This is an optimization exercise on Yosys and OpenROAD, whose aim is small area and few clock cycles per item, not a production implementation. Function was checked by simulation only, so behaviour that the tests miss may differ from the original. No activity file was given, so power comes from the tool's default toggle rates.

==> flow/design.v (outline; a module is shown in full before it is edited, if it fits) <==
// module mac: 217 lines
// module mac2: 509 lines
// module compare: 31 lines
// module signal_control: 50 lines
// module neural_network: 45 lines
module neural_network(clk,rst,in_valid,in_ready,in_pixel,in_weights,done,result,score);
  // ...
==> flow/flow/run.sh <==
#!/bin/bash
# Standard layout, with one extra step between synthesis and floorplan:
# flow/polopt.py removes the inverters Yosys leaves between full adders by
# choosing, per full adder, whether it works on complemented signals (a full
# adder is self-dual), and adds back one inverter per signal that still needs
# both polarities. Registers and ports are untouched; the netlist stays
# equivalent. Port buffers use the smallest buffer cell. Every tool writes
# its full output to a log in this folder.
set -euo pipefail
R=orfs/results/${FLOW_PLATFORM}/neural_network/base
bash standard.sh synth > synth.log 2>&1
cp $R/1_2_yosys.v 1_2_yosys.standard.v
python3 flow/polopt.py 1_2_yosys.standard.v $R/1_2_yosys.v > polopt.log 2>&1
rm -f $R/1_synth.odb $R/1_synth.sdc
bash standard.sh finish "BUFFER_PORTS_ARGS=-buffer_cell sky130_fd_sc_hd__buf_1" > finish.log 2>&1
==> flow/standard.sh <==
#!/bin/bash
# synth_recipe.tcl (not shown) runs the flow's synth.tcl, then flattens the netlist and writes it again
# the make line also repeats each setting of config.mk as NAME=value (left out here)
make -C /OpenROAD-flow-scripts/flow DESIGN_CONFIG=/design/flow/config.mk WORK_HOME=/design/flow/orfs CLKGATE_MAP_FILE= SYNTH_SCRIPT=/design/flow/synth_recipe.tcl "${@:-finish}"
==> flow/config.mk <==
export PLATFORM = sky130hd
export DESIGN_NAME = neural_network
export DESIGN_NICKNAME = neural_network
export VERILOG_FILES = /design/flow/design.v
export SDC_FILE = /design/flow/constraint.sdc
export NUM_CORES = 4
export LEC_CHECK = 0
export ABC_AREA = 1
export CAP_MARGIN = 20
export CORE_MARGIN = 2
export CORE_UTILIZATION = 60
export CTS_BUF_LIST = sky130_fd_sc_hd__clkbuf_8 sky130_fd_sc_hd__clkbuf_16
export CTS_CLUSTER_DIAMETER = 60
export CTS_CLUSTER_SIZE = 30
export PLACE_DENSITY = 0.7
export SLEW_MARGIN = 20
==> flow/constraint.sdc <==
create_clock -name core_clock -period 25.0 [get_ports {clk}]
set_input_delay 5.0000 -clock core_clock [delete_from_list [all_inputs] [get_ports {clk}]]
set_output_delay 5.0000 -clock core_clock [all_outputs]
set_load 0.01 [all_outputs]
Not shown: flow/flow/polopt.py
==> notes.md, run 1 <==
outcome timing/DRC/antenna clean; dominant kind of cell by area multi-input combinational cells; tapcell count 1794; element type at the critical path end flop; Top Consumer combinational cells; final period utilization 75.3%; final routed wire length divided by cell count 25.9 um; antenna fix cells 15; number of max-capacitance violations reported 0; R2R Setup Slk 7.52 ns; worst clock skew 0.0533 ns; clock-pin slew reported for the worst setup and hold paths after clock tree synthesis 0.10 ns; mean post-synth cell area 10.4 um2; P_comb 4.94 mW; Max Freq 53.1 MHz; Setup-failing EPs final 0; root buffer selected by CTS sky130_fd_sc_hd__clkbuf_16; crit-path most repeated cell sky130_fd_sc_hd__fa_1; Layout area overhead 7.52%; worst-case reg-to-reg path depth 55; crit-path leading delay family adder cells; Placed Cells incl. Taps 9777; Final min period 18.82 ns; Net Count, Synth 10500; power dissipated in sequential cells 2.21 mW; number of rows in the core area 136; DRC violations left 0; number of global-route vias before repair 66200; Setup Crit Path Kind input pin to flop; layout inverter count without the clock tree 652; clock group share of total power 17.8%; sinks on the clock net 797; finished layout cell area 89700 um2; final cell count without fillers 9968; Synthesis Warnings 4; most used routing layer in global routing met2
Testbench counts, summed over its fixed seeds: cycles 21,448, items 24.
==> module mac, before the edit <==
module mac(clk, clr, pe, w, acc);
input clk, clr;
input [7:0] pe;
input [9:0] w;
output reg [24:0] acc;
wire [24:0] base = clr ? 25'd0 : acc;
wire m1 = base[9] ^ ~(pe[0] & w[9]);
wire m2 = base[9] & ~(pe[0] & w[9]);
wire m3 = base[5] ^ (pe[0] & w[5]);
wire m4 = base[5] & (pe[0] & w[5]);
wire m5 = base[6] ^ (pe[0] & w[6]) ^ (pe[1] & w[5]);
wire m6 = (base[6] & (pe[0] & w[6])) | ((pe[1] & w[5]) & (base[6] ^ (pe[0] & w[6])));
wire m7 = (pe[2] & w[4]) ^ (pe[3] & w[3]);
wire m8 = (pe[2] & w[4]) & (pe[3] & w[3]);
wire m9 = base[7] ^ (pe[0] & w[7]) ^ (pe[1] & w[6]);
wire m10 = (base[7] & (pe[0] & w[7])) | ((pe[1] & w[6]) & (base[7] ^ (pe[0] & w[7])));
wire m11 = (pe[2] & w[5]) ^ (pe[3] & w[4]) ^ (pe[4] & w[3]);
wire m12 = ((pe[2] & w[5]) & (pe[3] & w[4])) | ((pe[4] & w[3]) & ((pe[2] & w[5]) ^ (pe[3] & w[4])));
wire m13 = (pe[5] & w[2]) ^ (pe[6] & w[1]);
wire m14 = (pe[5] & w[2]) & (pe[6] & w[1]);
wire m15 = base[8] ^ (pe[0] & w[8]) ^ (pe[1] & w[7]);
wire m16 = (base[8] & (pe[0] & w[8])) | ((pe[1] & w[7]) & (base[8] ^ (pe[0] & w[8])));
wire m17 = (pe[2] & w[6]) ^ (pe[3] & w[5]) ^ (pe[4] & w[4]);
wire m18 = ((pe[2] & w[6]) & (pe[3] & w[5])) | ((pe[4] & w[4]) & ((pe[2] & w[6]) ^ (pe[3] & w[5])));
wire m19 = (pe[5] & w[3]) ^ (pe[6] & w[2]) ^ (pe[7] & w[1]);
wire m20 = ((pe[5] & w[3]) & (pe[6] & w[2])) | ((pe[7] & w[1]) & ((pe[5] & w[3]) ^ (pe[6] & w[2])));
wire m21 = m1 ^ (pe[1] & w[8]) ^ (pe[2] & w[7]);
wire m22 = (m1 & (pe[1] & w[8])) | ((pe[2] & w[7]) & (m1 ^ (pe[1] & w[8])));
wire m23 = (pe[3] & w[6]) ^ (pe[4] & w[5]) ^ (pe[5] & w[4]);
wire m24 = ((pe[3] & w[6]) & (pe[4] & w[5])) | ((pe[5] & w[4]) & ((pe[3] & w[6]) ^ (pe[4] & w[5])));
wire m25 = (pe[6] & w[3]) ^ (pe[7] & w[2]) ^ 1'b1;
wire m26 = ((pe[6] & w[3]) & (pe[7] & w[2])) | (1'b1 & ((pe[6] & w[3]) ^ (pe[7] & w[2])));
wire m27 = m2 ^ base[10] ^ ~(pe[1] & w[9]);
wire m28 = (m2 & base[10]) | (~(pe[1] & w[9]) & (m2 ^ base[10]));
wire m29 = (pe[2] & w[8]) ^ (pe[3] & w[7]) ^ (pe[4] & w[6]);
wire m30 = ((pe[2] & w[8]) & (pe[3] & w[7])) | ((pe[4] & w[6]) & ((pe[2] & w[8]) ^ (pe[3] & w[7])));
wire m31 = (pe[5] & w[5]) ^ (pe[6] & w[4]) ^ (pe[7] & w[3]);
wire m32 = ((pe[5] & w[5]) & (pe[6] & w[4])) | ((pe[7] & w[3]) & ((pe[5] & w[5]) ^ (pe[6] & w[4])));
wire m33 = base[11] ^ ~(pe[2] & w[9]) ^ (pe[3] & w[8]);
wire m34 = (base[11] & ~(pe[2] & w[9])) | ((pe[3] & w[8]) & (base[11] ^ ~(pe[2] & w[9])));
wire m35 = (pe[4] & w[7]) ^ (pe[5] & w[6]) ^ (pe[6] & w[5]);
wire m36 = ((pe[4] & w[7]) & (pe[5] & w[6])) | ((pe[6] & w[5]) & ((pe[4] & w[7]) ^ (pe[5] & w[6])));
wire m37 = base[12] ^ ~(pe[3] & w[9]) ^ (pe[4] & w[8]);
wire m38 = (base[12] & ~(pe[3] & w[9])) | ((pe[4] & w[8]) & (base[12] ^ ~(pe[3] & w[9])));
wire m39 = base[3] ^ (pe[0] & w[3]);
wire m40 = base[3] & (pe[0] & w[3]);
wire m41 = base[4] ^ (pe[0] & w[4]) ^ (pe[1] & w[3]);
wire m42 = (base[4] & (pe[0] & w[4])) | ((pe[1] & w[3]) & (base[4] ^ (pe[0] & w[4])));
wire m43 = (pe[2] & w[2]) ^ (pe[3] & w[1]);
wire m44 = (pe[2] & w[2]) & (pe[3] & w[1]);
wire m45 = m3 ^ (pe[1] & w[4]) ^ (pe[2] & w[3]);
wire m46 = (m3 & (pe[1] & w[4])) | ((pe[2] & w[3]) & (m3 ^ (pe[1] & w[4])));
wire m47 = (pe[3] & w[2]) ^ (pe[4] & w[1]) ^ (pe[5] & w[0]);
wire m48 = ((pe[3] & w[2]) & (pe[4] & w[1])) | ((pe[5] & w[0]) & ((pe[3] & w[2]) ^ (pe[4] & w[1])));
wire m49 = m4 ^ m5 ^ m7;
wire m50 = (m4 & m5) | (m7 & (m4 ^ m5));
wire m51 = (pe[4] & w[2]) ^ (pe[5] & w[1]) ^ (pe[6] & w[0]);
wire m52 = ((pe[4] & w[2]) & (pe[5] & w[1])) | ((pe[6] & w[0]) & ((pe[4] & w[2]) ^ (pe[5] & w[1])));
wire m53 = m6 ^ m8 ^ m9;
wire m54 = (m6 & m8) | (m9 & (m6 ^ m8));
wire m55 = m11 ^ m13 ^ (pe[7] & w[0]);
wire m56 = (m11 & m13) | ((pe[7] & w[0]) & (m11 ^ m13));
wire m57 = m10 ^ m12 ^ m14;
wire m58 = (m10 & m12) | (m14 & (m10 ^ m12));
wire m59 = m15 ^ m17 ^ m19;
wire m60 = (m15 & m17) | (m19 & (m15 ^ m17));
wire m61 = m16 ^ m18 ^ m20;
wire m62 = (m16 & m18) | (m20 & (m16 ^ m18));
wire m63 = m21 ^ m23 ^ m25;
wire m64 = (m21 & m23) | (m25 & (m21 ^ m23));
wire m65 = m22 ^ m24 ^ m26;
wire m66 = (m22 & m24) | (m26 & (m22 ^ m24));
wire m67 = m27 ^ m29 ^ m31;
wire m68 = (m27 & m29) | (m31 & (m27 ^ m29));
wire m69 = m28 ^ m30 ^ m32;
wire m70 = (m28 & m30) | (m32 & (m28 ^ m30));
wire m71 = m33 ^ m35 ^ (pe[7] & w[4]);
wire m72 = (m33 & m35) | ((pe[7] & w[4]) & (m33 ^ m35));
wire m73 = m34 ^ m36 ^ m37;
wire m74 = (m34 & m36) | (m37 & (m34 ^ m36));
wire m75 = (pe[5] & w[7]) ^ (pe[6] & w[6]) ^ (pe[7] & w[5]);
wire m76 = ((pe[5] & w[7]) & (pe[6] & w[6])) | ((pe[7] & w[5]) & ((pe[5] & w[7]) ^ (pe[6] & w[6])));
wire m77 = m38 ^ base[13] ^ ~(pe[4] & w[9]);
wire m78 = (m38 & base[13]) | (~(pe[4] & w[9]) & (m38 ^ base[13]));
wire m79 = (pe[5] & w[8]) ^ (pe[6] & w[7]) ^ (pe[7] & w[6]);
wire m80 = ((pe[5] & w[8]) & (pe[6] & w[7])) | ((pe[7] & w[6]) & ((pe[5] & w[8]) ^ (pe[6] & w[7])));
wire m81 = base[14] ^ ~(pe[5] & w[9]) ^ (pe[6] & w[8]);
wire m82 = (base[14] & ~(pe[5] & w[9])) | ((pe[6] & w[8]) & (base[14] ^ ~(pe[5] & w[9])));
wire m83 = base[2] ^ (pe[0] & w[2]);
wire m84 = base[2] & (pe[0] & w[2]);
wire m85 = m39 ^ (pe[1] & w[2]) ^ (pe[2] & w[1]);
wire m86 = (m39 & (pe[1] & w[2])) | ((pe[2] & w[1]) & (m39 ^ (pe[1] & w[2])));
wire m87 = m40 ^ m41 ^ m43;
wire m88 = (m40 & m41) | (m43 & (m40 ^ m41));
wire m89 = m42 ^ m44 ^ m45;
wire m90 = (m42 & m44) | (m45 & (m42 ^ m44));
wire m91 = m46 ^ m48 ^ m49;
wire m92 = (m46 & m48) | (m49 & (m46 ^ m48));
wire m93 = m50 ^ m52 ^ m53;
wire m94 = (m50 & m52) | (m53 & (m50 ^ m52));
wire m95 = m54 ^ m56 ^ m57;
wire m96 = (m54 & m56) | (m57 & (m54 ^ m56));
wire m97 = m58 ^ m60 ^ m61;
wire m98 = (m58 & m60) | (m61 & (m58 ^ m60));
wire m99 = m62 ^ m64 ^ m65;
wire m100 = (m62 & m64) | (m65 & (m62 ^ m64));
wire m101 = m66 ^ m68 ^ m69;
wire m102 = (m66 & m68) | (m69 & (m66 ^ m68));
wire m103 = m70 ^ m72 ^ m73;
wire m104 = (m70 & m72) | (m73 & (m70 ^ m72));
wire m105 = m74 ^ m76 ^ m77;
wire m106 = (m74 & m76) | (m77 & (m74 ^ m76));
wire m107 = m78 ^ m80 ^ m81;
wire m108 = (m78 & m80) | (m81 & (m78 ^ m80));
wire m109 = m82 ^ base[15] ^ ~(pe[6] & w[9]);
wire m110 = (m82 & base[15]) | (~(pe[6] & w[9]) & (m82 ^ base[15]));
wire m111 = base[1] ^ (pe[0] & w[1]);
wire m112 = base[1] & (pe[0] & w[1]);
wire m113 = m83 ^ (pe[1] & w[1]) ^ (pe[2] & w[0]);
wire m114 = (m83 & (pe[1] & w[1])) | ((pe[2] & w[0]) & (m83 ^ (pe[1] & w[1])));
wire m115 = m84 ^ m85 ^ (pe[3] & w[0]);
wire m116 = (m84 & m85) | ((pe[3] & w[0]) & (m84 ^ m85));
wire m117 = m86 ^ m87 ^ (pe[4] & w[0]);
wire m118 = (m86 & m87) | ((pe[4] & w[0]) & (m86 ^ m87));
wire m119 = m88 ^ m89 ^ m47;
wire m120 = (m88 & m89) | (m47 & (m88 ^ m89));
wire m121 = m90 ^ m91 ^ m51;
wire m122 = (m90 & m91) | (m51 & (m90 ^ m91));
wire m123 = m92 ^ m93 ^ m55;
wire m124 = (m92 & m93) | (m55 & (m92 ^ m93));
wire m125 = m94 ^ m95 ^ m59;
wire m126 = (m94 & m95) | (m59 & (m94 ^ m95));
wire m127 = m96 ^ m97 ^ m63;
wire m128 = (m96 & m97) | (m63 & (m96 ^ m97));
wire m129 = m98 ^ m99 ^ m67;
wire m130 = (m98 & m99) | (m67 & (m98 ^ m99));
wire m131 = m100 ^ m101 ^ m71;
wire m132 = (m100 & m101) | (m71 & (m100 ^ m101));
wire m133 = m102 ^ m103 ^ m75;
wire m134 = (m102 & m103) | (m75 & (m102 ^ m103));
wire m135 = m104 ^ m105 ^ m79;
wire m136 = (m104 & m105) | (m79 & (m104 ^ m105));
wire m137 = m106 ^ m107 ^ (pe[7] & w[7]);
wire m138 = (m106 & m107) | ((pe[7] & w[7]) & (m106 ^ m107));
wire m139 = m108 ^ m109 ^ (pe[7] & w[8]);
wire m140 = (m108 & m109) | ((pe[7] & w[8]) & (m108 ^ m109));
wire m141 = m110 ^ base[16] ^ ~(pe[7] & w[9]);
wire m142 = (m110 & base[16]) | (~(pe[7] & w[9]) & (m110 ^ base[16]));
wire m143 = base[17] ^ 1'b1;
wire m144 = base[17] & 1'b1;
wire m145 = base[18] ^ 1'b1;
wire m146 = base[18] & 1'b1;
wire m147 = base[19] ^ 1'b1;
wire m148 = base[19] & 1'b1;
wire m149 = base[20] ^ 1'b1;
wire m150 = base[20] & 1'b1;
wire m151 = base[21] ^ 1'b1;
wire m152 = base[21] & 1'b1;
wire m153 = base[22] ^ 1'b1;
wire m154 = base[22] & 1'b1;
wire m155 = base[23] ^ 1'b1;
wire m156 = base[23] & 1'b1;
wire m157 = base[24] ^ 1'b1;
wire m158 = base[24] & 1'b1;
wire m159 = base[0] ^ (pe[0] & w[0]);
wire m160 = base[0] & (pe[0] & w[0]);
wire m161 = m111 ^ (pe[1] & w[0]) ^ m160;
wire m162 = (m111 & (pe[1] & w[0])) | (m160 & (m111 ^ (pe[1] & w[0])));
wire m163 = m112 ^ m113 ^ m162;
wire m164 = (m112 & m113) | (m162 & (m112 ^ m113));
wire m165 = m114 ^ m115 ^ m164;
wire m166 = (m114 & m115) | (m164 & (m114 ^ m115));
wire m167 = m116 ^ m117 ^ m166;
wire m168 = (m116 & m117) | (m166 & (m116 ^ m117));
wire m169 = m118 ^ m119 ^ m168;
wire m170 = (m118 & m119) | (m168 & (m118 ^ m119));
wire m171 = m120 ^ m121 ^ m170;
wire m172 = (m120 & m121) | (m170 & (m120 ^ m121));
wire m173 = m122 ^ m123 ^ m172;
wire m174 = (m122 & m123) | (m172 & (m122 ^ m123));
wire m175 = m124 ^ m125 ^ m174;
wire m176 = (m124 & m125) | (m174 & (m124 ^ m125));
wire m177 = m126 ^ m127 ^ m176;
wire m178 = (m126 & m127) | (m176 & (m126 ^ m127));
wire m179 = m128 ^ m129 ^ m178;
wire m180 = (m128 & m129) | (m178 & (m128 ^ m129));
wire m181 = m130 ^ m131 ^ m180;
wire m182 = (m130 & m131) | (m180 & (m130 ^ m131));
wire m183 = m132 ^ m133 ^ m182;
wire m184 = (m132 & m133) | (m182 & (m132 ^ m133));
wire m185 = m134 ^ m135 ^ m184;
wire m186 = (m134 & m135) | (m184 & (m134 ^ m135));
wire m187 = m136 ^ m137 ^ m186;
wire m188 = (m136 & m137) | (m186 & (m136 ^ m137));
wire m189 = m138 ^ m139 ^ m188;
wire m190 = (m138 & m139) | (m188 & (m138 ^ m139));
wire m191 = m140 ^ m141 ^ m190;
wire m192 = (m140 & m141) | (m190 & (m140 ^ m141));
wire m193 = m142 ^ m143 ^ m192;
wire m194 = (m142 & m143) | (m192 & (m142 ^ m143));
wire m195 = m144 ^ m145 ^ m194;
wire m196 = (m144 & m145) | (m194 & (m144 ^ m145));
wire m197 = m146 ^ m147 ^ m196;
wire m198 = (m146 & m147) | (m196 & (m146 ^ m147));
wire m199 = m148 ^ m149 ^ m198;
wire m200 = (m148 & m149) | (m198 & (m148 ^ m149));
wire m201 = m150 ^ m151 ^ m200;
wire m202 = (m150 & m151) | (m200 & (m150 ^ m151));
wire m203 = m152 ^ m153 ^ m202;
wire m204 = (m152 & m153) | (m202 & (m152 ^ m153));
wire m205 = m154 ^ m155 ^ m204;
wire m206 = (m154 & m155) | (m204 & (m154 ^ m155));
wire m207 = m156 ^ m157 ^ m206;
wire m208 = (m156 & m157) | (m206 & (m156 ^ m157));
wire [24:0] sum = {m207, m205, m203, m201, m199, m197, m195, m193, m191, m189, m187, m185, m183, m181, m179, m177, m175, m173, m171, m169, m167, m165, m163, m161, m159};
always @(posedge clk) acc <= sum;
endmodule
==> module neural_network, before the edit <==
module neural_network(clk,rst,in_valid,in_ready,in_pixel,in_weights,done,result,score);
input clk,rst,in_valid;
output in_ready;
input [7:0]in_pixel;
input [199:0]in_weights;
output done;
output [3:0]result;
output [24:0]score;
wire [9:0] cnt;
wire [2:0] pos;
wire l1_clr,l1_en,l2_act,l2_first,l2_bias,cmp_first,cmp_act;
signal_control ctl(clk,rst,in_valid,in_ready,cnt,pos,l1_clr,l1_en,l2_act,l2_first,l2_bias,
  cmp_first,cmp_act,done);
wire [7:0] pe=l1_clr?8'd1:(l1_en?in_pixel:8'd0);
wire [24:0] acc [0:19];
genvar g;
generate
for(g=0;g<20;g=g+1) begin : l1
mac neu(clk,l1_clr,pe,in_weights[10*g+9:10*g],acc[g]);
end
endgenerate
wire [9:0] jw=cnt-10'd785;
wire [24:0] asel=acc[jw[4:0]];
wire [23:0] h=l2_bias?24'd512:((l2_act&&!asel[24])?asel[23:0]:24'd0);
reg [249:0] ring;
wire [24:0] u0,u1;
wire [24:0] base0=l2_first?25'd0:ring[24:0];
wire [24:0] base1=l2_first?25'd0:ring[49:25];
reg [9:0] w0,w1;
always@(*)
begin
case(pos)
3'd0: begin w0=in_weights[9:0]; w1=in_weights[19:10]; end
3'd1: begin w0=in_weights[29:20]; w1=in_weights[39:30]; end
3'd2: begin w0=in_weights[49:40]; w1=in_weights[59:50]; end
3'd3: begin w0=in_weights[69:60]; w1=in_weights[79:70]; end
default: begin w0=in_weights[89:80]; w1=in_weights[99:90]; end
endcase
end
mac2 un0(h,w0,base0,u0);
mac2 un1(h,w1,base1,u1);
always@(posedge clk)
ring<={u1,u0,ring[249:50]};
compare cmp(clk,cmp_act,cmp_first,pos,ring[24:0],ring[49:25],result,score);
endmodule
==> run 2, diff against run 1 <==
--- a/flow/design.v
+++ b/flow/design.v
@@ -6,211 +6,193 @@
 wire [24:0] base = clr ? 25'd0 : acc;
-wire m1 = base[9] ^ ~(pe[0] & w[9]);
-wire m2 = base[9] & ~(pe[0] & w[9]);
-wire m3 = base[5] ^ (pe[0] & w[5]);
-wire m4 = base[5] & (pe[0] & w[5]);
-wire m5 = base[6] ^ (pe[0] & w[6]) ^ (pe[1] & w[5]);
-wire m6 = (base[6] & (pe[0] & w[6])) | ((pe[1] & w[5]) & (base[6] ^ (pe[0] & w[6])));
-wire m7 = (pe[2] & w[4]) ^ (pe[3] & w[3]);
-wire m8 = (pe[2] & w[4]) & (pe[3] & w[3]);
-wire m9 = base[7] ^ (pe[0] & w[7]) ^ (pe[1] & w[6]);
-wire m10 = (base[7] & (pe[0] & w[7])) | ((pe[1] & w[6]) & (base[7] ^ (pe[0] & w[7])));
-wire m11 = (pe[2] & w[5]) ^ (pe[3] & w[4]) ^ (pe[4] & w[3]);
-wire m12 = ((pe[2] & w[5]) & (pe[3] & w[4])) | ((pe[4] & w[3]) & ((pe[2] & w[5]) ^ (pe[3] & w[4])));
-wire m13 = (pe[5] & w[2]) ^ (pe[6] & w[1]);
-wire m14 = (pe[5] & w[2]) & (pe[6] & w[1]);
-wire m15 = base[8] ^ (pe[0] & w[8]) ^ (pe[1] & w[7]);
-wire m16 = (base[8] & (pe[0] & w[8])) | ((pe[1] & w[7]) & (base[8] ^ (pe[0] & w[8])));
-wire m17 = (pe[2] & w[6]) ^ (pe[3] & w[5]) ^ (pe[4] & w[4]);
-wire m18 = ((pe[2] & w[6]) & (pe[3] & w[5])) | ((pe[4] & w[4]) & ((pe[2] & w[6]) ^ (pe[3] & w[5])));
-wire m19 = (pe[5] & w[3]) ^ (pe[6] & w[2]) ^ (pe[7] & w[1]);
-wire m20 = ((pe[5] & w[3]) & (pe[6] & w[2])) | ((pe[7] & w[1]) & ((pe[5] & w[3]) ^ (pe[6] & w[2])));
-wire m21 = m1 ^ (pe[1] & w[8]) ^ (pe[2] & w[7]);
-wire m22 = (m1 & (pe[1] & w[8])) | ((pe[2] & w[7]) & (m1 ^ (pe[1] & w[8])));
-wire m23 = (pe[3] & w[6]) ^ (pe[4] & w[5]) ^ (pe[5] & w[4]);
-wire m24 = ((pe[3] & w[6]) & (pe[4] & w[5])) | ((pe[5] & w[4]) & ((pe[3] & w[6]) ^ (pe[4] & w[5])));
-wire m25 = (pe[6] & w[3]) ^ (pe[7] & w[2]) ^ 1'b1;
-wire m26 = ((pe[6] & w[3]) & (pe[7] & w[2])) | (1'b1 & ((pe[6] & w[3]) ^ (pe[7] & w[2])));
-wire m27 = m2 ^ base[10] ^ ~(pe[1] & w[9]);
-wire m28 = (m2 & base[10]) | (~(pe[1] & w[9]) & (m2 ^ base[10]));
-wire m29 = (pe[2] & w[8]) ^ (pe[3] & w[7]) ^ (pe[4] & w[6]);
-wire m30 = ((pe[2] & w[8]) & (pe[3] & w[7])) | ((pe[4] & w[6]) & ((pe[2] & w[8]) ^ (pe[3] & w[7])));
-wire m31 = (pe[5] & w[5]) ^ (pe[6] & w[4]) ^ (pe[7] & w[3]);
-wire m32 = ((pe[5] & w[5]) & (pe[6] & w[4])) | ((pe[7] & w[3]) & ((pe[5] & w[5]) ^ (pe[6] & w[4])));
-wire m33 = base[11] ^ ~(pe[2] & w[9]) ^ (pe[3] & w[8]);
-wire m34 = (base[11] & ~(pe[2] & w[9])) | ((pe[3] & w[8]) & (base[11] ^ ~(pe[2] & w[9])));
-wire m35 = (pe[4] & w[7]) ^ (pe[5] & w[6]) ^ (pe[6] & w[5]);
-wire m36 = ((pe[4] & w[7]) & (pe[5] & w[6])) | ((pe[6] & w[5]) & ((pe[4] & w[7]) ^ (pe[5] & w[6])));
-wire m37 = base[12] ^ ~(pe[3] & w[9]) ^ (pe[4] & w[8]);
-wire m38 = (base[12] & ~(pe[3] & w[9])) | ((pe[4] & w[8]) & (base[12] ^ ~(pe[3] & w[9])));
-wire m39 = base[3] ^ (pe[0] & w[3]);
-wire m40 = base[3] & (pe[0] & w[3]);
-wire m41 = base[4] ^ (pe[0] & w[4]) ^ (pe[1] & w[3]);
-wire m42 = (base[4] & (pe[0] & w[4])) | ((pe[1] & w[3]) & (base[4] ^ (pe[0] & w[4])));
-wire m43 = (pe[2] & w[2]) ^ (pe[3] & w[1]);
-wire m44 = (pe[2] & w[2]) & (pe[3] & w[1]);
-wire m45 = m3 ^ (pe[1] & w[4]) ^ (pe[2] & w[3]);
-wire m46 = (m3 & (pe[1] & w[4])) | ((pe[2] & w[3]) & (m3 ^ (pe[1] & w[4])));
-wire m47 = (pe[3] & w[2]) ^ (pe[4] & w[1]) ^ (pe[5] & w[0]);
-wire m48 = ((pe[3] & w[2]) & (pe[4] & w[1])) | ((pe[5] & w[0]) & ((pe[3] & w[2]) ^ (pe[4] & w[1])));
-wire m49 = m4 ^ m5 ^ m7;
-wire m50 = (m4 & m5) | (m7 & (m4 ^ m5));
-wire m51 = (pe[4] & w[2]) ^ (pe[5] & w[1]) ^ (pe[6] & w[0]);
-wire m52 = ((pe[4] & w[2]) & (pe[5] & w[1])) | ((pe[6] & w[0]) & ((pe[4] & w[2]) ^ (pe[5] & w[1])));
-wire m53 = m6 ^ m8 ^ m9;
-wire m54 = (m6 & m8) | (m9 & (m6 ^ m8));
-wire m55 = m11 ^ m13 ^ (pe[7] & w[0]);
-wire m56 = (m11 & m13) | ((pe[7] & w[0]) & (m11 ^ m13));
-wire m57 = m10 ^ m12 ^ m14;
-wire m58 = (m10 & m12) | (m14 & (m10 ^ m12));
-wire m59 = m15 ^ m17 ^ m19;
-wire m60 = (m15 & m17) | (m19 & (m15 ^ m17));
-wire m61 = m16 ^ m18 ^ m20;
-wire m62 = (m16 & m18) | (m20 & (m16 ^ m18));
-wire m63 = m21 ^ m23 ^ m25;
-wire m64 = (m21 & m23) | (m25 & (m21 ^ m23));
-wire m65 = m22 ^ m24 ^ m26;
-wire m66 = (m22 & m24) | (m26 & (m22 ^ m24));
-wire m67 = m27 ^ m29 ^ m31;
-wire m68 = (m27 & m29) | (m31 & (m27 ^ m29));
-wire m69 = m28 ^ m30 ^ m32;
-wire m70 = (m28 & m30) | (m32 & (m28 ^ m30));
-wire m71 = m33 ^ m35 ^ (pe[7] & w[4]);
-wire m72 = (m33 & m35) | ((pe[7] & w[4]) & (m33 ^ m35));
-wire m73 = m34 ^ m36 ^ m37;
-wire m74 = (m34 & m36) | (m37 & (m34 ^ m36));
-wire m75 = (pe[5] & w[7]) ^ (pe[6] & w[6]) ^ (pe[7] & w[5]);
-wire m76 = ((pe[5] & w[7]) & (pe[6] & w[6])) | ((pe[7] & w[5]) & ((pe[5] & w[7]) ^ (pe[6] & w[6])));
-wire m77 = m38 ^ base[13] ^ ~(pe[4] & w[9]);
-wire m78 = (m38 & base[13]) | (~(pe[4] & w[9]) & (m38 ^ base[13]));
-wire m79 = (pe[5] & w[8]) ^ (pe[6] & w[7]) ^ (pe[7] & w[6]);
-wire m80 = ((pe[5] & w[8]) & (pe[6] & w[7])) | ((pe[7] & w[6]) & ((pe[5] & w[8]) ^ (pe[6] & w[7])));
-wire m81 = base[14] ^ ~(pe[5] & w[9]) ^ (pe[6] & w[8]);
-wire m82 = (base[14] & ~(pe[5] & w[9])) | ((pe[6] & w[8]) & (base[14] ^ ~(pe[5] & w[9])));
-wire m83 = base[2] ^ (pe[0] & w[2]);
-wire m84 = base[2] & (pe[0] & w[2]);
-wire m85 = m39 ^ (pe[1] & w[2]) ^ (pe[2] & w[1]);
-wire m86 = (m39 & (pe[1] & w[2])) | ((pe[2] & w[1]) & (m39 ^ (pe[1] & w[2])));
-wire m87 = m40 ^ m41 ^ m43;
-wire m88 = (m40 & m41) | (m43 & (m40 ^ m41));
-wire m89 = m42 ^ m44 ^ m45;
-wire m90 = (m42 & m44) | (m45 & (m42 ^ m44));
-wire m91 = m46 ^ m48 ^ m49;
-wire m92 = (m46 & m48) | (m49 & (m46 ^ m48));
-wire m93 = m50 ^ m52 ^ m53;
-wire m94 = (m50 & m52) | (m53 & (m50 ^ m52));
-wire m95 = m54 ^ m56 ^ m57;
-wire m96 = (m54 & m56) | (m57 & (m54 ^ m56));
-wire m97 = m58 ^ m60 ^ m61;
-wire m98 = (m58 & m60) | (m61 & (m58 ^ m60));
-wire m99 = m62 ^ m64 ^ m65;
-wire m100 = (m62 & m64) | (m65 & (m62 ^ m64));
-wire m101 = m66 ^ m68 ^ m69;
-wire m102 = (m66 & m68) | (m69 & (m66 ^ m68));
-wire m103 = m70 ^ m72 ^ m73;
-wire m104 = (m70 & m72) | (m73 & (m70 ^ m72));
-wire m105 = m74 ^ m76 ^ m77;
-wire m106 = (m74 & m76) | (m77 & (m74 ^ m76));
-wire m107 = m78 ^ m80 ^ m81;
-wire m108 = (m78 & m80) | (m81 & (m78 ^ m80));
-wire m109 = m82 ^ base[15] ^ ~(pe[6] & w[9]);
-wire m110 = (m82 & base[15]) | (~(pe[6] & w[9]) & (m82 ^ base[15]));
-wire m111 = base[1] ^ (pe[0] & w[1]);
-wire m112 = base[1] & (pe[0] & w[1]);
-wire m113 = m83 ^ (pe[1] & w[1]) ^ (pe[2] & w[0]);
-wire m114 = (m83 & (pe[1] & w[1])) | ((pe[2] & w[0]) & (m83 ^ (pe[1] & w[1])));
-wire m115 = m84 ^ m85 ^ (pe[3] & w[0]);
-wire m116 = (m84 & m85) | ((pe[3] & w[0]) & (m84 ^ m85));
-wire m117 = m86 ^ m87 ^ (pe[4] & w[0]);
-wire m118 = (m86 & m87) | ((pe[4] & w[0]) & (m86 ^ m87));
-wire m119 = m88 ^ m89 ^ m47;
-wire m120 = (m88 & m89) | (m47 & (m88 ^ m89));
-wire m121 = m90 ^ m91 ^ m51;
-wire m122 = (m90 & m91) | (m51 & (m90 ^ m91));
-wire m123 = m92 ^ m93 ^ m55;
-wire m124 = (m92 & m93) | (m55 & (m92 ^ m93));
-wire m125 = m94 ^ m95 ^ m59;
-wire m126 = (m94 & m95) | (m59 & (m94 ^ m95));
-wire m127 = m96 ^ m97 ^ m63;
-wire m128 = (m96 & m97) | (m63 & (m96 ^ m97));
-wire m129 = m98 ^ m99 ^ m67;
-wire m130 = (m98 & m99) | (m67 & (m98 ^ m99));
-wire m131 = m100 ^ m101 ^ m71;
-wire m132 = (m100 & m101) | (m71 & (m100 ^ m101));
-wire m133 = m102 ^ m103 ^ m75;
-wire m134 = (m102 & m103) | (m75 & (m102 ^ m103));
-wire m135 = m104 ^ m105 ^ m79;
-wire m136 = (m104 & m105) | (m79 & (m104 ^ m105));
-wire m137 = m106 ^ m107 ^ (pe[7] & w[7]);
-wire m138 = (m106 & m107) | ((pe[7] & w[7]) & (m106 ^ m107));
-wire m139 = m108 ^ m109 ^ (pe[7] & w[8]);
-wire m140 = (m108 & m109) | ((pe[7] & w[8]) & (m108 ^ m109));
-wire m141 = m110 ^ base[16] ^ ~(pe[7] & w[9]);
-wire m142 = (m110 & base[16]) | (~(pe[7] & w[9]) & (m110 ^ base[16]));
-wire m143 = base[17] ^ 1'b1;
-wire m144 = base[17] & 1'b1;
-wire m145 = base[18] ^ 1'b1;
-wire m146 = base[18] & 1'b1;
-wire m147 = base[19] ^ 1'b1;
-wire m148 = base[19] & 1'b1;
-wire m149 = base[20] ^ 1'b1;
-wire m150 = base[20] & 1'b1;
-wire m151 = base[21] ^ 1'b1;
-wire m152 = base[21] & 1'b1;
-wire m153 = base[22] ^ 1'b1;
-wire m154 = base[22] & 1'b1;
-wire m155 = base[23] ^ 1'b1;
-wire m156 = base[23] & 1'b1;
-wire m157 = base[24] ^ 1'b1;
-wire m158 = base[24] & 1'b1;
-wire m159 = base[0] ^ (pe[0] & w[0]);
-wire m160 = base[0] & (pe[0] & w[0]);
-wire m161 = m111 ^ (pe[1] & w[0]) ^ m160;
-wire m162 = (m111 & (pe[1] & w[0])) | (m160 & (m111 ^ (pe[1] & w[0])));
-wire m163 = m112 ^ m113 ^ m162;
-wire m164 = (m112 & m113) | (m162 & (m112 ^ m113));
-wire m165 = m114 ^ m115 ^ m164;
-wire m166 = (m114 & m115) | (m164 & (m114 ^ m115));
-wire m167 = m116 ^ m117 ^ m166;
-wire m168 = (m116 & m117) | (m166 & (m116 ^ m117));
-wire m169 = m118 ^ m119 ^ m168;
-wire m170 = (m118 & m119) | (m168 & (m118 ^ m119));
-wire m171 = m120 ^ m121 ^ m170;
-wire m172 = (m120 & m121) | (m170 & (m120 ^ m121));
-wire m173 = m122 ^ m123 ^ m172;
-wire m174 = (m122 & m123) | (m172 & (m122 ^ m123));
-wire m175 = m124 ^ m125 ^ m174;
-wire m176 = (m124 & m125) | (m174 & (m124 ^ m125));
-wire m177 = m126 ^ m127 ^ m176;
-wire m178 = (m126 & m127) | (m176 & (m126 ^ m127));
-wire m179 = m128 ^ m129 ^ m178;
-wire m180 = (m128 & m129) | (m178 & (m128 ^ m129));
-wire m181 = m130 ^ m131 ^ m180;
-wire m182 = (m130 & m131) | (m180 & (m130 ^ m131));
-wire m183 = m132 ^ m133 ^ m182;
-wire m184 = (m132 & m133) | (m182 & (m132 ^ m133));
-wire m185 = m134 ^ m135 ^ m184;
-wire m186 = (m134 & m135) | (m184 & (m134 ^ m135));
-wire m187 = m136 ^ m137 ^ m186;
-wire m188 = (m136 & m137) | (m186 & (m136 ^ m137));
-wire m189 = m138 ^ m139 ^ m188;
-wire m190 = (m138 & m139) | (m188 & (m138 ^ m139));
-wire m191 = m140 ^ m141 ^ m190;
-wire m192 = (m140 & m141) | (m190 & (m140 ^ m141));
-wire m193 = m142 ^ m143 ^ m192;
-wire m194 = (m142 & m143) | (m192 & (m142 ^ m143));
-wire m195 = m144 ^ m145 ^ m194;
-wire m196 = (m144 & m145) | (m194 & (m144 ^ m145));
-wire m197 = m146 ^ m147 ^ m196;
-wire m198 = (m146 & m147) | (m196 & (m146 ^ m147));
-wire m199 = m148 ^ m149 ^ m198;
-wire m200 = (m148 & m149) | (m198 & (m148 ^ m149));
-wire m201 = m150 ^ m151 ^ m200;
-wire m202 = (m150 & m151) | (m200 & (m150 ^ m151));
-wire m203 = m152 ^ m153 ^ m202;
-wire m204 = (m152 & m153) | (m202 & (m152 ^ m153));
-wire m205 = m154 ^ m155 ^ m204;
-wire m206 = (m154 & m155) | (m204 & (m154 ^ m155));
-wire m207 = m156 ^ m157 ^ m206;
-wire m208 = (m156 & m157) | (m206 & (m156 ^ m157));
-wire [24:0] sum = {m207, m205, m203, m201, m199, m197, m195, m193, m191, m189, m187, m185, m183, m181, m179, m177, m175, m173, m171, m169, m167, m165, m163, m161, m159};
+wire m1 = base[5] ^ (pe[0] & w[5]);
+wire m2 = base[5] & (pe[0] & w[5]);
+wire m3 = base[6] ^ (pe[0] & w[6]) ^ (pe[1] & w[5]);
+wire m4 = (base[6] & (pe[0] & w[6])) | ((pe[1] & w[5]) & (base[6] ^ (pe[0] & w[6])));
+wire m5 = (pe[2] & w[4]) ^ (pe[3] & w[3]);
+wire m6 = (pe[2] & w[4]) & (pe[3] & w[3]);
+wire m7 = base[7] ^ (pe[0] & w[7]) ^ (pe[1] & w[6]);
+wire m8 = (base[7] & (pe[0] & w[7])) | ((pe[1] & w[6]) & (base[7] ^ (pe[0] & w[7])));
+wire m9 = (pe[2] & w[5]) ^ (pe[3] & w[4]) ^ (pe[4] & w[3]);
+wire m10 = ((pe[2] & w[5]) & (pe[3] & w[4])) | ((pe[4] & w[3]) & ((pe[2] & w[5]) ^ (pe[3] & w[4])));
+wire m11 = (pe[5] & w[2]) ^ (pe[6] & w[1]);
+wire m12 = (pe[5] & w[2]) & (pe[6] & w[1]);
+wire m13 = base[8] ^ (pe[0] & w[8]) ^ (pe[1] & w[7]);
+wire m14 = (base[8] & (pe[0] & w[8])) | ((pe[1] & w[7]) & (base[8] ^ (pe[0] & w[8])));
+wire m15 = (pe[2] & w[6]) ^ (pe[3] & w[5]) ^ (pe[4] & w[4]);
+wire m16 = ((pe[2] & w[6]) & (pe[3] & w[5])) | ((pe[4] & w[4]) & ((pe[2] & w[6]) ^ (pe[3] & w[5])));
+wire m17 = (pe[5] & w[3]) ^ (pe[6] & w[2]) ^ (pe[7] & w[1]);
+wire m18 = ((pe[5] & w[3]) & (pe[6] & w[2])) | ((pe[7] & w[1]) & ((pe[5] & w[3]) ^ (pe[6] & w[2])));
+wire m19 = base[9] ^ (pe[0] & ~w[9]) ^ (pe[1] & w[8]);
+wire m20 = (base[9] & (pe[0] & ~w[9])) | ((pe[1] & w[8]) & (base[9] ^ (pe[0] & ~w[9])));
+wire m21 = (pe[2] & w[7]) ^ (pe[3] & w[6]) ^ (pe[4] & w[5]);
+wire m22 = ((pe[2] & w[7]) & (pe[3] & w[6])) | ((pe[4] & w[5]) & ((pe[2] & w[7]) ^ (pe[3] & w[6])));
+wire m23 = (pe[5] & w[4]) ^ (pe[6] & w[3]) ^ (pe[7] & w[2]);
+wire m24 = ((pe[5] & w[4]) & (pe[6] & w[3])) | ((pe[7] & w[2]) & ((pe[5] & w[4]) ^ (pe[6] & w[3])));
+wire m25 = base[10] ^ (pe[1] & ~w[9]) ^ (pe[2] & w[8]);
+wire m26 = (base[10] & (pe[1] & ~w[9])) | ((pe[2] & w[8]) & (base[10] ^ (pe[1] & ~w[9])));
+wire m27 = (pe[3] & w[7]) ^ (pe[4] & w[6]) ^ (pe[5] & w[5]);
+wire m28 = ((pe[3] & w[7]) & (pe[4] & w[6])) | ((pe[5] & w[5]) & ((pe[3] & w[7]) ^ (pe[4] & w[6])));
+wire m29 = (pe[6] & w[4]) ^ (pe[7] & w[3]);
+wire m30 = (pe[6] & w[4]) & (pe[7] & w[3]);
+wire m31 = base[11] ^ (pe[2] & ~w[9]) ^ (pe[3] & w[8]);
+wire m32 = (base[11] & (pe[2] & ~w[9])) | ((pe[3] & w[8]) & (base[11] ^ (pe[2] & ~w[9])));
+wire m33 = (pe[4] & w[7]) ^ (pe[5] & w[6]) ^ (pe[6] & w[5]);
+wire m34 = ((pe[4] & w[7]) & (pe[5] & w[6])) | ((pe[6] & w[5]) & ((pe[4] & w[7]) ^ (pe[5] & w[6])));
+wire m35 = base[12] ^ (pe[3] & ~w[9]) ^ (pe[4] & w[8]);
+wire m36 = (base[12] & (pe[3] & ~w[9])) | ((pe[4] & w[8]) & (base[12] ^ (pe[3] & ~w[9])));
+wire m37 = base[3] ^ (pe[0] & w[3]);
+wire m38 = base[3] & (pe[0] & w[3]);
+wire m39 = base[4] ^ (pe[0] & w[4]) ^ (pe[1] & w[3]);
+wire m40 = (base[4] & (pe[0] & w[4])) | ((pe[1] & w[3]) & (base[4] ^ (pe[0] & w[4])));
+wire m41 = (pe[2] & w[2]) ^ (pe[3] & w[1]);
+wire m42 = (pe[2] & w[2]) & (pe[3] & w[1]);
+wire m43 = m1 ^ (pe[1] & w[4]) ^ (pe[2] & w[3]);
+wire m44 = (m1 & (pe[1] & w[4])) | ((pe[2] & w[3]) & (m1 ^ (pe[1] & w[4])));
+wire m45 = (pe[3] & w[2]) ^ (pe[4] & w[1]) ^ (pe[5] & w[0]);
+wire m46 = ((pe[3] & w[2]) & (pe[4] & w[1])) | ((pe[5] & w[0]) & ((pe[3] & w[2]) ^ (pe[4] & w[1])));
+wire m47 = m2 ^ m3 ^ m5;
+wire m48 = (m2 & m3) | (m5 & (m2 ^ m3));
+wire m49 = (pe[4] & w[2]) ^ (pe[5] & w[1]) ^ (pe[6] & w[0]);
+wire m50 = ((pe[4] & w[2]) & (pe[5] & w[1])) | ((pe[6] & w[0]) & ((pe[4] & w[2]) ^ (pe[5] & w[1])));
+wire m51 = m4 ^ m6 ^ m7;
+wire m52 = (m4 & m6) | (m7 & (m4 ^ m6));
+wire m53 = m9 ^ m11 ^ (pe[7] & w[0]);
+wire m54 = (m9 & m11) | ((pe[7] & w[0]) & (m9 ^ m11));
+wire m55 = m8 ^ m10 ^ m12;
+wire m56 = (m8 & m10) | (m12 & (m8 ^ m10));
+wire m57 = m13 ^ m15 ^ m17;
+wire m58 = (m13 & m15) | (m17 & (m13 ^ m15));
+wire m59 = m14 ^ m16 ^ m18;
+wire m60 = (m14 & m16) | (m18 & (m14 ^ m16));
+wire m61 = m19 ^ m21 ^ m23;
+wire m62 = (m19 & m21) | (m23 & (m19 ^ m21));
+wire m63 = m20 ^ m22 ^ m24;
+wire m64 = (m20 & m22) | (m24 & (m20 ^ m22));
+wire m65 = m25 ^ m27 ^ m29;
+wire m66 = (m25 & m27) | (m29 & (m25 ^ m27));
+wire m67 = m26 ^ m28 ^ m30;
+wire m68 = (m26 & m28) | (m30 & (m26 ^ m28));
+wire m69 = m31 ^ m33 ^ (pe[7] & w[4]);
+wire m70 = (m31 & m33) | ((pe[7] & w[4]) & (m31 ^ m33));
+wire m71 = m32 ^ m34 ^ m35;
+wire m72 = (m32 & m34) | (m35 & (m32 ^ m34));
+wire m73 = (pe[5] & w[7]) ^ (pe[6] & w[6]) ^ (pe[7] & w[5]);
+wire m74 = ((pe[5] & w[7]) & (pe[6] & w[6])) | ((pe[7] & w[5]) & ((pe[5] & w[7]) ^ (pe[6] & w[6])));
+wire m75 = m36 ^ base[13] ^ (pe[4] & ~w[9]);
+wire m76 = (m36 & base[13]) | ((pe[4] & ~w[9]) & (m36 ^ base[13]));
+wire m77 = (pe[5] & w[8]) ^ (pe[6] & w[7]) ^ (pe[7] & w[6]);
+wire m78 = ((pe[5] & w[8]) & (pe[6] & w[7])) | ((pe[7] & w[6]) & ((pe[5] & w[8]) ^ (pe[6] & w[7])));
+wire m79 = base[14] ^ (pe[5] & ~w[9]) ^ (pe[6] & w[8]);
+wire m80 = (base[14] & (pe[5] & ~w[9])) | ((pe[6] & w[8]) & (base[14] ^ (pe[5] & ~w[9])));
+wire m81 = base[2] ^ (pe[0] & w[2]);
+wire m82 = base[2] & (pe[0] & w[2]);
+wire m83 = m37 ^ (pe[1] & w[2]) ^ (pe[2] & w[1]);
+wire m84 = (m37 & (pe[1] & w[2])) | ((pe[2] & w[1]) & (m37 ^ (pe[1] & w[2])));
+wire m85 = m38 ^ m39 ^ m41;
+wire m86 = (m38 & m39) | (m41 & (m38 ^ m39));
+wire m87 = m40 ^ m42 ^ m43;
+wire m88 = (m40 & m42) | (m43 & (m40 ^ m42));
+wire m89 = m44 ^ m46 ^ m47;
+wire m90 = (m44 & m46) | (m47 & (m44 ^ m46));
+wire m91 = m48 ^ m50 ^ m51;
+wire m92 = (m48 & m50) | (m51 & (m48 ^ m50));
+wire m93 = m52 ^ m54 ^ m55;
+wire m94 = (m52 & m54) | (m55 & (m52 ^ m54));
+wire m95 = m56 ^ m58 ^ m59;
+wire m96 = (m56 & m58) | (m59 & (m56 ^ m58));
+wire m97 = m60 ^ m62 ^ m63;
+wire m98 = (m60 & m62) | (m63 & (m60 ^ m62));
+wire m99 = m64 ^ m66 ^ m67;
+wire m100 = (m64 & m66) | (m67 & (m64 ^ m66));
+wire m101 = m68 ^ m70 ^ m71;
+wire m102 = (m68 & m70) | (m71 & (m68 ^ m70));
+wire m103 = m72 ^ m74 ^ m75;
+wire m104 = (m72 & m74) | (m75 & (m72 ^ m74));
+wire m105 = m76 ^ m78 ^ m79;
+wire m106 = (m76 & m78) | (m79 & (m76 ^ m78));
+wire m107 = m80 ^ base[15] ^ (pe[6] & ~w[9]);
+wire m108 = (m80 & base[15]) | ((pe[6] & ~w[9]) & (m80 ^ base[15]));
+wire m109 = base[1] ^ (pe[0] & w[1]);
+wire m110 = base[1] & (pe[0] & w[1]);
+wire m111 = m81 ^ (pe[1] & w[1]) ^ (pe[2] & w[0]);
+wire m112 = (m81 & (pe[1] & w[1])) | ((pe[2] & w[0]) & (m81 ^ (pe[1] & w[1])));
+wire m113 = m82 ^ m83 ^ (pe[3] & w[0]);
+wire m114 = (m82 & m83) | ((pe[3] & w[0]) & (m82 ^ m83));
+wire m115 = m84 ^ m85 ^ (pe[4] & w[0]);
+wire m116 = (m84 & m85) | ((pe[4] & w[0]) & (m84 ^ m85));
+wire m117 = m86 ^ m87 ^ m45;
+wire m118 = (m86 & m87) | (m45 & (m86 ^ m87));
+wire m119 = m88 ^ m89 ^ m49;
+wire m120 = (m88 & m89) | (m49 & (m88 ^ m89));
+wire m121 = m90 ^ m91 ^ m53;
+wire m122 = (m90 & m91) | (m53 & (m90 ^ m91));
+wire m123 = m92 ^ m93 ^ m57;
+wire m124 = (m92 & m93) | (m57 & (m92 ^ m93));
+wire m125 = m94 ^ m95 ^ m61;
+wire m126 = (m94 & m95) | (m61 & (m94 ^ m95));
+wire m127 = m96 ^ m97 ^ m65;
+wire m128 = (m96 & m97) | (m65 & (m96 ^ m97));
+wire m129 = m98 ^ m99 ^ m69;
+wire m130 = (m98 & m99) | (m69 & (m98 ^ m99));
+wire m131 = m100 ^ m101 ^ m73;
+wire m132 = (m100 & m101) | (m73 & (m100 ^ m101));
+wire m133 = m102 ^ m103 ^ m77;
+wire m134 = (m102 & m103) | (m77 & (m102 ^ m103));
+wire m135 = m104 ^ m105 ^ (pe[7] & w[7]);
+wire m136 = (m104 & m105) | ((pe[7] & w[7]) & (m104 ^ m105));
+wire m137 = m106 ^ m107 ^ (pe[7] & w[8]);
+wire m138 = (m106 & m107) | ((pe[7] & w[8]) & (m106 ^ m107));
+wire m139 = m108 ^ base[16] ^ (pe[7] & ~w[9]);
+wire m140 = (m108 & base[16]) | ((pe[7] & ~w[9]) & (m108 ^ base[16]));
+wire m141 = base[0] ^ (pe[0] & w[0]);
+wire m142 = base[0] & (pe[0] & w[0]);
+wire m143 = m109 ^ (pe[1] & w[0]) ^ m142;
+wire m144 = (m109 & (pe[1] & w[0])) | (m142 & (m109 ^ (pe[1] & w[0])));
+wire m145 = m110 ^ m111 ^ m144;
+wire m146 = (m110 & m111) | (m144 & (m110 ^ m111));
+wire m147 = m112 ^ m113 ^ m146;
+wire m148 = (m112 & m113) | (m146 & (m112 ^ m113));
+wire m149 = m114 ^ m115 ^ m148;
+wire m150 = (m114 & m115) | (m148 & (m114 ^ m115));
+wire m151 = m116 ^ m117 ^ m150;
+wire m152 = (m116 & m117) | (m150 & (m116 ^ m117));
+wire m153 = m118 ^ m119 ^ m152;
+wire m154 = (m118 & m119) | (m152 & (m118 ^ m119));
+wire m155 = m120 ^ m121 ^ m154;
+wire m156 = (m120 & m121) | (m154 & (m120 ^ m121));
+wire m157 = m122 ^ m123 ^ m156;
+wire m158 = (m122 & m123) | (m156 & (m122 ^ m123));
+wire m159 = m124 ^ m125 ^ m158;
+wire m160 = (m124 & m125) | (m158 & (m124 ^ m125));
+wire m161 = m126 ^ m127 ^ m160;
+wire m162 = (m126 & m127) | (m160 & (m126 ^ m127));
+wire m163 = m128 ^ m129 ^ m162;
+wire m164 = (m128 & m129) | (m162 & (m128 ^ m129));
+wire m165 = m130 ^ m131 ^ m164;
+wire m166 = (m130 & m131) | (m164 & (m130 ^ m131));
+wire m167 = m132 ^ m133 ^ m166;
+wire m168 = (m132 & m133) | (m166 & (m132 ^ m133));
+wire m169 = m134 ^ m135 ^ m168;
+wire m170 = (m134 & m135) | (m168 & (m134 ^ m135));
+wire m171 = m136 ^ m137 ^ m170;
+wire m172 = (m136 & m137) | (m170 & (m136 ^ m137));
+wire m173 = m138 ^ m139 ^ m172;
+wire m174 = (m138 & m139) | (m172 & (m138 ^ m139));
+wire m175 = m140 ^ base[17] ^ m174;
+wire m176 = (m140 & base[17]) | (m174 & (m140 ^ base[17]));
+wire m177 = base[18] ^ m176;
+wire m178 = base[18] & m176;
+wire m179 = base[19] ^ m178;
+wire m180 = base[19] & m178;
+wire m181 = base[20] ^ m180;
+wire m182 = base[20] & m180;
+wire m183 = base[21] ^ m182;
+wire m184 = base[21] & m182;
+wire m185 = base[22] ^ m184;
+wire m186 = base[22] & m184;
+wire m187 = base[23] ^ m186;
+wire m188 = base[23] & m186;
+wire m189 = base[24] ^ m188;
+wire m190 = base[24] & m188;
+wire [24:0] sum = {m189, m187, m185, m183, m181, m179, m177, m175, m173, m171, m169, m167, m165, m163, m161, m159, m157, m155, m153, m151, m149, m147, m145, m143, m141};
 always @(posedge clk) acc <= sum;
@@ -828,5 +810,18 @@
 endgenerate
+reg [15:0] psum;
+wire [15:0] pbase=l1_clr?16'd0:psum;
+wire [16:0] pc;
+assign pc[0]=1'b0;
+generate
+for(g=0;g<16;g=g+1) begin : pacc
+wire pb=(g<8)?pe[g]:1'b0;
+assign pc[g+1]=(pbase[g]&pb)|(pc[g]&(pbase[g]^pb));
+end
+endgenerate
+always@(posedge clk)
+psum<=pbase^{8'd0,pe}^pc[15:0];
 wire [9:0] jw=cnt-10'd785;
 wire [24:0] asel=acc[jw[4:0]];
-wire [23:0] h=l2_bias?24'd512:((l2_act&&!asel[24])?asel[23:0]:24'd0);
+wire [24:0] hid={asel[24:9]-psum,asel[8:0]};
+wire [23:0] h=l2_bias?24'd512:((l2_act&&!hid[24])?hid[23:0]:24'd0);
 reg [249:0] ring;
==> run 2 against run 1 <==
Compared with the run above: still clean; worst hold slack improved by 0.040 ns; first-iteration DRC count is 2.8% higher; register-to-register slack worse by 2.7 ns; non-clock buffer count increased by 14; critical path depth is 31 higher; clock power barely moved; final area is 0.44% lower; routed wire length down 2.6%; synthesized cell count increased by 1.2%; sequential share of layout area up 0.44 points; final cell count rose by 1.1%; critical path type is now flop to flop; highest routed layer unchanged.
==> notes.md, run 2 <==
count of buffers from port buffering 240; GP Congestion 0.998; endpoint with the worst hold slack ring[150]$_DFF_P_; worst-case reg-to-reg path depth 75 (+36%); final routed wire length divided by cell count 25.0 um (-3.7%); number of global-route vias before repair 65600 (-0.87%); worst min path class flop to flop; Crit-path slowest cell sky130_fd_sc_hd__nor2_1; Final min period 20.13 ns (+1.31 ns); root buffer selected by CTS sky130_fd_sc_hd__clkbuf_16; Most flops, register l1.neu.acc; element type at the critical path end flop; clock tree from TritonCTS yes; Critical Path RT 25.69 ns; DR pass1 iterations 6; instance area at placement 85800 um2; worst relative slew slack 20.7%; max reg flops 500; starting density of the core 60.4%; Layout area overhead 7.59% (about the same); cts hold-fix bufs 0; placeable core region 137000 um2; total half-perimeter wirelength after legalization and detailed placement 200000 um; DRC violations left 0 (unchanged); Routed WL 252000 um; sinks on the clock net 813 (+2.0%); Static Leakage 42.6 nW; mean post-synth cell area 10.3 um2 (-1.7%); Max rail drop VDD 0.0653 mV; first-pass GRT wire length 395000 um; most common cell after layout, fill and taps aside sky130_fd_sc_hd__fa_1; clock buffer depth 3; unrepaired setup endpoints after global routing false; Switching Power 3.51 mW; horizontal extent of the die 376 um; Synthesis Warnings 4 (unchanged); Arrival @ worst endpoint 20.82 ns; H-tree lvl count 3; combinational group share of total power 54.6%; number of max-capacitance violations reported 0 (unchanged); final period utilization 80.5% (+5.2 points); clock network latency to the later pin of the worst-skew pair 0.76 ns; clock-pin slew reported for the worst setup and hold paths after clock tree synthesis 0.09 ns (about the same); area of the mapped netlist 83000 um2; overall track demand over capacity in global routing 37.6%; area of the die 141000 um2; nets@finish 10800; Setup Crit Path Kind flop to flop; finished layout cell area 89300 um2 (-0.44%); residual antenna-violating net count after detailed routing 0; post-CTS sizing 0; Largest stage delay, worst path 0.76 ns; Cells after Synth 8097; layout cell share with drive strength beyond 1 4.07%; Avg Vias per Cell 5.88; outcome timing/DRC/antenna clean; Worst-Margin Slew 1.19 ns; HP Start ring[200]$_DFF_P_; total power divided by cell area 86.3 nW/um2; Die Y 376 um; final count of hold timing violations 0; number of antenna violations at the first check in global routing 22; pins over their slew limit 0; Max Freq 49.7 MHz (-6.5%); I/O pins 242; Net Count, Synth 10700 (+1.7%); largest net degree at the start of global routing 146; remaining global-route overflow 0; worst clock skew 0.0674 ns (+0.0141 ns); cell-internal power 4.19 mW; Cells on Worst Hold Path 0; final cell count without fillers 10100 (+1.1%); clock group share of total power 20.0% (+2.2 points); startpoint class of the critical path flop; Crit Reg-Reg Startpoint ctl.cnt[0]$_SDFFE_PP0P_; via total after detailed routing 59200; number of rows in the core area 136 (unchanged); Switching Fraction 45.6%; Setup-failing EPs final 0 (unchanged); violation count after the first detailed-routing iteration 5551; setup bufs post-CTS 0; Top Registers l1.neu.acc: 500 flops, ring: 250 flops, cmp.max_value_out: 24 flops; top library cells by usage in the layout, fill and taps aside 2048 x sky130_fd_sc_hd__fa_1, 2042 x sky130_fd_sc_hd__nor2_1, 892 x sky130_fd_sc_hd__inv_1; Placed Cells incl. Taps 9893 (+1.2%); final sum of negative setup slack 0 ns; Seq pwr share 25.4%; crit-path most repeated cell sky130_fd_sc_hd__fa_1; R2R Setup Slk 4.87 ns (-2.65 ns); TritonCTS Buffers 94; capture point of the worst reg-to-reg path ring[249]$_DFF_P_; crit path max fanout 30
run 2: cell count changes in the layout (fill, tap and decap cells not counted), moves of 99 or more:
cell and delta:
sky130_fd_sc_hd__and2_1 -190, sky130_fd_sc_hd__inv_1 +243, sky130_fd_sc_hd__nand2_1 -603, sky130_fd_sc_hd__or2_1 -99, sky130_fd_sc_hd__ha_1 +194, sky130_fd_sc_hd__fa_1 -112, sky130_fd_sc_hd__nor2_1 +637, sky130_fd_sc_hd__o22ai_1 +149
run 2: stage by stage:
stage	power [mW]	worst slack, ns	hold WS (ns)	utilization (%)
after CTS	7.74	5.04	0.312	65.0
after floorplan	4.82	6.36	0.310	-
after global placement	6.00	5.30	0.310	62.4
after detailed placement	6.17	5.09	0.312	62.4
final	7.71	4.87	0.321	65.0
after global routing	8.42	3.60	0.328	65.0
run 2: power by group through the flow:
stage / Sequential (mW) / Clock (mW) / Combinational, mW
final: 1.96 / 1.54 / 4.21
after global routing: 1.98 / 1.61 / 4.83
after global placement: 1.96 / 0 / 4.03
after detailed placement: 1.96 / 0 / 4.21
after CTS: 1.94 / 1.56 / 4.24
after floorplan: 1.84 / 0 / 2.98
run 2: how the worst max path moves through the flow:
stage                         to  cells after the start  slack, ns               startpoint
6_report       ring[249]$_DFF_P_                     75       4.87  ctl.cnt[0]$_SDFFE_PP0P_
3_3_place_gp   ring[224]$_DFF_P_                     42       5.30           in_weights[69]
4_1_cts        ring[249]$_DFF_P_                     75       5.04  ctl.cnt[0]$_SDFFE_PP0P_
2_1_floorplan  ring[249]$_DFF_P_                     48       6.36                 in_valid
3_5_place_dp   ring[249]$_DFF_P_                     75       5.09  ctl.cnt[0]$_SDFFE_PP0P_
5_1_grt        ring[249]$_DFF_P_                     75       3.60  ctl.cnt[0]$_SDFFE_PP0P_
run 2: critical path: cells and delay by family (launching register included):
kind,cells,cell delay [ns]
flip-flops,1,0.36
XOR/XNOR,3,0.64
adder cells (fa/ha/maj),30,11.71
AND/OR/NAND/NOR,25,3.99
AO/OA/AOI/OAI,10,1.25
buffers and inverters,7,2.10
run 2: cell type report:
class	instances	area [um2]
tap	1794	2240
clock inverter	75	1040
timing repair buffer	346	1720
clock buffer	100	2460
fill	11000	48200
inverter	891	3350
sequential	813	16600
multi-input combinational	6049	61900
antenna	11	27.5
run 2: per-layer routing:
metal	track usage (%)	wire length (um)
met1	49.9	94900
met5	0	115
met3	10.3	27300
met2	58.3	116000
met4	17.1	13900
Testbench counts of run 2, summed over its fixed seeds: cycles 21,448, items 24.

separate check: timing with driven ports:
The flow's constraints put no driver on any port. The routed layouts listed below were extracted and timed again, unchanged, in two steps. Step 1 assumes that a clkbuf_16 drives the clock port and a buf_2 every other input. Step 2 times the ports against the registers' clock, not the clock port: input delays grow and output delays shrink by t, the midpoint of the rising clock arrivals with the driver on. Three values: ideal ports, drivers, drivers and shift; two values: the first two.
run	t (ns)	setup slack, ns	hold WS [ns]	latest minus earliest clock arrival (ns)
run 1	0.816	6.179 / 6.165 / 5.349	0.281 / 0.281 / 0.281	0.054 / 0.054
run 2	0.812	4.869 / 4.869 / 4.869	0.321 / 0.321 / 0.321	0.075 / 0.075
After both steps every run listed still meets setup and hold. The setup slack of run 1, which loses most, moves by -0.014 ns with the drivers and by -0.830 ns with both steps.
